What follows belongs to an exercise in optimizing a design on an open flow for small area, a short achievable clock period and few clock cycles per item; a production flow would make more cautious choices.
The RTL was checked by simulation tests, not by an equivalence proof against the original design.

// tanh
module tanh (
    input  clk,
    input  rst,
    input  [13:0] i_x,
    input  i_valid,
    output o_ready,
    output [13:0] o_fx,
    output o_valid,
    input  i_ready
);
Size in the first run: roughly 620 flip-flops, ~0.040 mm2 of cells after synthesis.
export LEC_CHECK = 0
export CAP_MARGIN = 20
export CORE_MARGIN = 2
export CORE_UTILIZATION = 40
export SETUP_SLACK_MARGIN = 4.85
export SLEW_MARGIN = 20
export SYNTH_HIERARCHICAL = 1
export SYNTH_MINIMUM_KEEP_SIZE = 0
create_clock -name core_clock -period 8.0 [get_ports {clk}]
run.sh (not shown) runs the stock make flow with config.mk's settings and CLKGATE_MAP_FILE= SYNTH_SCRIPT=/design/flow/synth_recipe.tcl, a recipe that flattens the netlist after the stock synthesis.
The first run completed with no timing, DRC or antenna violations.
Testbench counts at the start, summed over its fixed seeds: cycles 16,112, items 16,000.
Edit:
Settings changed: CELL_PAD_IN_SITES_DETAIL_PLACEMENT set to 0, CELL_PAD_IN_SITES_GLOBAL_PLACEMENT set to 0, SETUP_SLACK_MARGIN 4.85 to 4.7.
Outcome: Worst setup slack degrades by 73 ps. Critical path depth falls by 5.
Edit:
Settings changed: CELL_PAD_IN_SITES_DETAIL_PLACEMENT 0 to unset, CELL_PAD_IN_SITES_GLOBAL_PLACEMENT 0 to unset.
Result:
- The new run completed with no timing, DRC or antenna violations
- global-route usage does not change
- die area is unchanged
- via count is unchanged
- first-iteration DRC count stays the same
- routed wire length does not change
- non-clock buffer count does not change
Edit:
Settings changed: CTS_CLUSTER_DIAMETER set to 120, CTS_CLUSTER_SIZE set to 22.
What happened: Worst hold slack hardly moves; critical path depth climbs by 8; register-to-register slack improves by 20 ps.
Edit:
Settings changed: TNS_END_PERCENT set to 20.
Result: Final area decreases by about 0.9%; area after synthesis stays the same; routed wire length went up by 3.1%; count of clock-buffer cells in the layout does not change; worst setup slack degrades by 160 ps; non-clock buffer count falls by 38; die area stays the same.

* * *

Setup of exp/ember:
tanh, a different RTL version from the one above (not shown whole).
Size: roughly 3100 cells after synthesis, about 620 flip-flops.
make LEC_CHECK=0 CAP_MARGIN=20 CORE_MARGIN=2 CORE_UTILIZATION=40 SETUP_SLACK_MARGIN=4.5 SLEW_MARGIN=20 SYNTH_HIERARCHICAL=1 SYNTH_MINIMUM_KEEP_SIZE=0 finish   # period 8.0 ns
exp/ember reached the final stage; the timing, design-rule and antenna checks on its layout passed.
Testbench counts of exp/ember, summed over its fixed seeds: cycles 16,112, items 16,000.
What exp/violet does differently from exp/ember at the input level:
Settings: a change of SETUP_SLACK_MARGIN from 4.5 to 5.
==> results.txt <==
Comparing exp/violet with exp/ember, the remaining routing DRC violations came out essentially unchanged.
There was hardly any difference in number of cells after detailed placement between exp/violet and exp/ember.
Multi-input logic cell count essentially unchanged between exp/violet and exp/ember.
## Diff of input files: exp/willow against exp/violet
Settings: SETUP_SLACK_MARGIN changed from 5 to 4.7.
[summary]
- Between exp/violet and exp/willow, share of the core filled with cells decreased.
- Re violation count after the first detailed-route iteration: exp/violet was higher than exp/willow.
- Lower sequential fraction of total cell area was reported by exp/violet, not exp/willow.
- Final critical-path required period deteriorates in exp/willow relative to exp/violet.

* * *

tanh with an RTL version that a note above also has.
Size: about 3000 cells after synthesis, ~620 flip-flops.
make LEC_CHECK=0 CAP_MARGIN=20 CORE_MARGIN=2 CORE_UTILIZATION=40 SETUP_SLACK_MARGIN=4.5 SLEW_MARGIN=20 SYNTH_HIERARCHICAL=1 SYNTH_MINIMUM_KEEP_SIZE=0 finish   # period 8.0 ns
The starting point produced a clean layout.
Testbench counts at the start, summed over its fixed seeds: cycles 16,112, items 16,000.
Next try:
- GPL_ROUTABILITY_DRIVEN: default -> 0
- SETUP_SLACK_MARGIN: 4.5 -> 4.7
After rerunning:
- The new run produced a clean layout
- fmax grows by 2.4%
- synthesized area is unchanged
- design area grows by 2.3%
- core utilization grows by 1.0 points
- worst hold slack got worse by 0.0062 ns
- register-to-register slack improved by 0.08 ns
Next try:
- CTS_CLUSTER_DIAMETER: default -> 120
- CTS_CLUSTER_SIZE: default -> 22
- GPL_ROUTABILITY_DRIVEN: 0 -> default
- SETUP_SLACK_MARGIN: 4.7 -> 4.8
The changed run completed with no timing, DRC or antenna violations.
Design area falls by 1.6%.
Fmax is higher by about 3.2%.
Global-route usage stays flat.
Core utilization fell by 0.71 points.
Final cell count drops by about 0.6%.
Setup slack improves by 0.10 ns.
Next try:
- CTS_CLUSTER_DIAMETER: 120 -> 100
- CTS_CLUSTER_SIZE: 22 -> 26
- SETUP_SLACK_MARGIN: 4.8 -> 4.7
Result: Die area stays the same. Maximum frequency came out lower by 1.4%. First-iteration DRC count came out lower by 7.5%. Wire length came out lower by 3.6%. Final area came out lower by 1.7%. Clock skew came out higher by 0.0048 ns.
Next try:
- CTS_CLUSTER_DIAMETER: 100 -> 110
- CTS_CLUSTER_SIZE: 26 -> 18
The new run completed without violations.
Wire length barely changes.
Via count stays flat.
Cell count came out lower by 0.30%.
Final area hardly moves.
Worst setup slack gains 0.0049 ns.

* * *

tanh again, from the RTL that the note above started with.
make LEC_CHECK=0 CAP_MARGIN=20 CORE_MARGIN=2 CORE_UTILIZATION=40 CTS_CLUSTER_DIAMETER=150 CTS_CLUSTER_SIZE=30 SETUP_SLACK_MARGIN=4.7 SLEW_MARGIN=20 SYNTH_HIERARCHICAL=1 SYNTH_MINIMUM_KEEP_SIZE=0 finish   # period 8.0 ns
Testbench counts at the start, summed over its fixed seeds: cycles 16,112, items 16,000.
Edit:
- CTS_CLUSTER_DIAMETER: 150 -> not set
- CTS_CLUSTER_SIZE: 30 -> not set
- SETUP_SLACK_MARGIN: 4.7 -> 5
After rerunning: Count of clock-buffer cells in the layout is higher by 49; area after synthesis does not change; core utilization rises by 4.7 points; sequential cell count stays the same; critical path depth goes up by 1; design area is higher by roughly a tenth; setup slack improved by 140 ps.

==> afterwards: timing with drivers on the ports <==
No port has a modelled driver above. Below, the same layouts with a new extraction and two added sets of constraints.
Step 1: set_driving_cell puts a clkbuf_16 on clk and a buf_2 on each other input, an assumption about the parent block.
Step 2 adds t to the input delays and takes it off the output delays; t is the mean of the earliest and latest rising clock arrival at the registers after step 1. Input paths then give back, and output paths get back, about the clock's delay inside the block.
Three values: ideal ports, drivers, drivers and shift; two values: the first two.
run	t (ns)	slack for setup (ns)	hold slack, ns	pins driven straight from the clock port
the first run of note 1	0.680	4.876 / 4.853 / 4.507	0.402 / 0.402 / 0.402	1
the second run of note 1	0.671	4.803 / 4.782 / 4.262	0.410 / 0.410 / 0.410	1
the third run of note 1	0.671	4.803 / 4.782 / 4.262	0.410 / 0.410 / 0.410	1
the fourth run of note 1	0.647	4.825 / 4.811 / 4.251	0.408 / 0.408 / 0.408	1
the fifth run of note 1	0.643	4.670 / 4.636 / 4.222	0.404 / 0.404 / 0.404	1
exp/ember	0.684	4.590 / 4.590 / 4.208	0.413 / 0.413 / 0.413	1
exp/violet	0.674	4.763 / 4.763 / 4.546	0.414 / 0.414 / 0.414	1
exp/willow	0.670	4.716 / 4.716 / 4.238	0.411 / 0.411 / 0.411	1
the first run of note 3	0.673	4.665 / 4.604 / 4.223	0.412 / 0.412 / 0.412	1
the second run of note 3	0.684	4.744 / 4.744 / 4.230	0.406 / 0.406 / 0.406	1
the third run of note 3	0.639	4.846 / 4.802 / 4.512	0.410 / 0.410 / 0.410	1
the fourth run of note 3	0.683	4.802 / 4.761 / 4.259	0.422 / 0.422 / 0.422	1
the fifth run of note 3	0.655	4.806 / 4.802 / 4.250	0.412 / 0.412 / 0.412	1
the first run of note 4	0.667	4.753 / 4.753 / 4.257	0.420 / 0.420 / 0.420	1
the second run of note 4	0.681	4.892 / 4.892 / 4.467	0.407 / 0.407 / 0.407	1
After both steps every run listed still meets setup and hold. For the fourth run of note 1, which loses most, drivers alone change the setup slack by -0.014 ns; drivers and shift together by -0.574 ns.
